This is an optimization exercise on Yosys and OpenROAD, whose aim is small area and a short achievable clock period, not a production implementation.
At most, simulation tests tie the RTL to the original design; equivalence was not proved.
No activity file was given, so power comes from the tool's default toggle rates.

== run a ==
==> flow/design.v <==
module UART_TRANSMITTER (
	input clock_i, reset_n_i, data_write_i,
	input [7:0] data_i,
	input [5:0] data_buffer_full_thres_i,
	input [1:0] baudrate_select_i,
	output data_buffer_full_o,
	output uart_tx_o
);
reg [7:0] num;
reg w;
always @(*)
	case (baudrate_select_i)
		2'd0: w = num[4];
		2'd1: w = num[5];
		2'd2: w = num[6];
		default: w = num[7];
	endcase
always @(posedge clock_i)
	num <= reset_n_i ? (w ? 8'd0 : num + 8'd1) : 8'd0;
wire tick = reset_n_i & w;
reg [3:0] ph;
reg [5:0] cnt;
wire nonempty = cnt != 6'd0;
wire done = tick & (ph == 4'd11);
assign data_buffer_full_o = cnt == data_buffer_full_thres_i;
wire wr = data_write_i & ~data_buffer_full_o & reset_n_i;
always @(posedge clock_i)
	cnt <= reset_n_i ? cnt + {5'd0, wr} - {5'd0, done} : 6'd0;
always @(posedge clock_i)
	if (!reset_n_i)
		ph <= 4'd0;
	else if (tick)
		ph <= (ph == 4'd0) ? {3'd0, nonempty} : (ph == 4'd11) ? 4'd0 : ph + 4'd1;
reg [7:0] H;
reg hv, par, txq;
wire shift = tick & (ph >= 4'd1) & (ph <= 4'd8);
always @(posedge clock_i)
	if (!reset_n_i)
		txq <= 1'b1;
	else if (tick)
		txq <= (ph == 4'd0) ? ~nonempty :
		       (ph <= 4'd8) ? H[0] :
		       (ph == 4'd9) ? par : 1'b1;
always @(posedge clock_i)
	if (shift)
		par <= (ph == 4'd1 ? 1'b0 : par) ^ H[0];
assign uart_tx_o = txq;
reg [255:0] R;             
reg [4:0] sw, sr;          
reg cm;                    
reg [7:0] D1;              
reg v1;                    
wire rempty = sw == sr;
wire [4:0] sw1 = sw + 5'd1;
wire [3:0] E = sw1[4:1];   
wire blk = v1 & (E == 4'd0);
wire ld = ~hv & ~rempty & (sr == 5'd0) & ~blk;
wire direct = wr & ~hv & rempty;
wire rw = wr & ~direct;
wire ins = (rw & ~sw[0]) | (v1 & reset_n_i);
wire [7:0] idata = v1 ? D1 : data_i;
wire [7:0] nidata = ~idata;
wire clr = ~reset_n_i | ld | (cm & (sr != 5'd0));
wire [7:0] tapv = ~R[255:248];
always @(posedge clock_i) begin
	D1 <= data_i;
	v1 <= rw & sw[0];
end
always @(posedge clock_i)
	if (!reset_n_i) begin
		sw <= 5'd1;
		sr <= 5'd1;
		cm <= 1'b1;
	end else begin
		sw <= rw ? sw : sw1;
		sr <= ld ? sr : sr + 5'd1;
		cm <= cm & (sr != 5'd0);
	end
always @(posedge clock_i) begin
	if (ld)
		H <= tapv;
	else if (direct)
		H <= data_i;
	else if (shift)
		H <= {1'b0, H[7:1]};
end
always @(posedge clock_i)
	if (!reset_n_i)
		hv <= 1'b0;
	else if (ld | direct)
		hv <= 1'b1;
	else if (shift & (ph == 4'd8))
		hv <= 1'b0;
genvar m;
generate
	for (m = 0; m < 16; m = m + 1) begin : stage
		wire sel = ins & (E == m);
		if (m == 0) begin : tap
			always @(posedge clock_i)
				R[7:0] <= (tapv & {8{~clr}}) | ({8{sel}} & idata);
		end else if (m % 2 == 1) begin : inv
			wire [7:0] d;
			RING_AOI g (.a(R[16*m-8 +: 8]), .d(idata), .s(sel), .y(d));
			always @(posedge clock_i)
				R[16*m +: 8] <= d;
		end else begin : noninv
			wire [7:0] d;
			RING_OAI g (.a(R[16*m-8 +: 8]), .nd(nidata), .ns(~sel), .y(d));
			always @(posedge clock_i)
				R[16*m +: 8] <= d;
		end
		always @(posedge clock_i)
			R[16*m+8 +: 8] <= R[16*m +: 8];
	end
endgenerate
endmodule
module RING_AOI (
	input [7:0] a, d,
	input s,
	output [7:0] y
);
assign y = ~(a | ({8{s}} & d));
endmodule
module RING_OAI (
	input [7:0] a, nd,
	input ns,
	output [7:0] y
);
assign y = ~(a & ({8{ns}} | nd));
endmodule
make LEC_CHECK=0 CAP_MARGIN=20 CORE_MARGIN=2 CORE_UTILIZATION=40 CTS_CLUSTER_DIAMETER=50 CTS_CLUSTER_SIZE=32 SETUP_SLACK_MARGIN=2.6 SLEW_MARGIN=20 SYNTH_HIERARCHICAL=1 SYNTH_MINIMUM_KEEP_SIZE=0 finish   # period 6.0 ns
run.sh (not shown) runs the stock make flow with config.mk's settings and CLKGATE_MAP_FILE= SYNTH_SCRIPT=/design/flow/synth_recipe.tcl, a recipe that flattens the netlist after the stock synthesis.
#### Input delta (run b over run a)
- CTS_CLUSTER_DIAMETER: 50 -> unset
- CTS_CLUSTER_SIZE: 32 -> 25
In the final design statistics, run b uses more standard cells in total than run a. Against run a, run b comes in about 8% higher on post-route total power. The portion of the clock cycle consumed by the worst path in the final layout on run a is in line with that on run b. Taking run a as 1.0, run b lands at 1.5 on final-layout clock buffer total. Measured against each other, run b and run a differ in length of routed wiring on met1, the lower figure coming from run a. In run b, number of fillers in the final layout is lower than in run a. No run among run b and run a stopped early or left any final violation; all are clean. [run b] pin count of the biggest net entering global routing fell 3 relative to run a. On cell area: between run b and run a, it ends up lower for run a. Compared with run a, in run b wire length of the first global-routing pass up 280 microns; leakage power summed over all cells up 3.3%.
Function was not checked in any run of this note: the RTL went through the layout flow alone.

Another version of the RTL of UART_TRANSMITTER (not shown whole).
For scale: roughly 300 flip-flops, about 8600 um^2 of cells after synthesis.
export LEC_CHECK = 0
export ABC_AREA = 1
export CAP_MARGIN = 20
export CORE_MARGIN = 2
export CORE_UTILIZATION = 60
export CTS_BUF_LIST = sky130_fd_sc_hd__clkbuf_8
export CTS_CLUSTER_DIAMETER = 100
export CTS_CLUSTER_SIZE = 18
export SETUP_SLACK_MARGIN = 3.2
export SLEW_MARGIN = 20
export SYNTH_HIERARCHICAL = 1
export SYNTH_MINIMUM_KEEP_SIZE = 0
create_clock -name core_clock -period 6.0 [get_ports {clock_i}]
standard.sh (not shown) runs the stock make flow with config.mk's settings and CLKGATE_MAP_FILE= SYNTH_SCRIPT=/design/flow/synth_recipe.tcl, a recipe that flattens the netlist after the stock synthesis.
==> flow/flow/run.sh <==
#!/bin/bash
# The standard layout, with the ports buffered by plain buffers instead of
# ORFS's default choice (a delay cell that repair cannot resize out of its
# footprint). Everything else is the standard.sh unchanged.
set -euo pipefail
export BUFFER_PORTS_ARGS="-buffer_cell sky130_fd_sc_hd__buf_2"
bash standard.sh > standard.log 2>&1
The baseline produced a clean layout.
Next try:
- ABC_AREA: 1 -> default
- CTS_CLUSTER_DIAMETER: 100 -> 60
Effect: The new run ran to the end with no violations. Synthesized cell count came out lower by about a fifth. Count of clock-buffer cells in the layout is unchanged. Die area goes down by a few percent. Final area fell slightly. Non-clock buffer count went up by 4. Core utilization rises by 0.31 points. Flip-flop and latch count is unchanged. Power came out lower by a few percent.
Next try:
- CTS_CLUSTER_DIAMETER: 60 -> 100
- SETUP_SLACK_MARGIN: 3.2 -> 3.1
What happened: Hold slack is worse by 0.021 ns; power fell by 0.88%; die area does not change; sequential share of layout area grows by 0.25 points.
Next try:
- CTS_BUF_LIST: sky130_fd_sc_hd__clkbuf_8 -> default
- CTS_CLUSTER_SIZE: 18 -> 30
- SETUP_SLACK_MARGIN: 3.1 -> 3.2
The changed run finished clean. Die area does not change. First-iteration DRC count rose by about 16%. Sequential share of layout area drops by 0.32 points. Area after synthesis does not change. Routed wire length barely changes. Register-to-register slack gets worse by 0.06 ns. Global-route usage shrinks by 0.11 points. Worst setup slack loses 0.0086 ns.

[separate check: timing with driven ports]
In the flow no input, the clock included, has a driving cell. The finished layouts below were timed again as built, in two steps. Step 1 assumes that a clkbuf_16 drives the clock port and a buf_2 every other input. Step 2, shift: input delay + t, output delay - t, t = (earliest + latest rising clock arrival at the registers) / 2. This alone moves slack from input paths to output paths. a / b / c = ideal ports / drivers / drivers and shift; a / b = the first two.
run	t (ns)	setup WS [ns]	worst hold slack (ns)	clock arrival spread, ns	cell pins on the clock port's net
run a	0.548	2.780 / 2.802 / 2.254	0.316 / 0.316 / 0.316	0.022 / 0.022	1
run b	0.569	2.777 / 2.796 / 2.228	0.323 / 0.323 / 0.323	0.019 / 0.019	1
the first run of note 2	0.549	3.064 / 3.010 / 2.733	0.319 / 0.319 / 0.319	0.028 / 0.027	1
the second run of note 2	0.542	3.067 / 3.022 / 2.545	0.322 / 0.322 / 0.322	0.027 / 0.027	1
the third run of note 2	0.538	3.067 / 3.019 / 2.638	0.302 / 0.302 / 0.302	0.045 / 0.045	1
the fourth run of note 2	0.510	3.058 / 3.004 / 2.597	0.314 / 0.314 / 0.314	0.025 / 0.025	1
After both steps every run listed still meets setup and hold. For run b, which loses most, drivers alone change the setup slack by +0.019 ns; drivers and shift together by -0.549 ns.
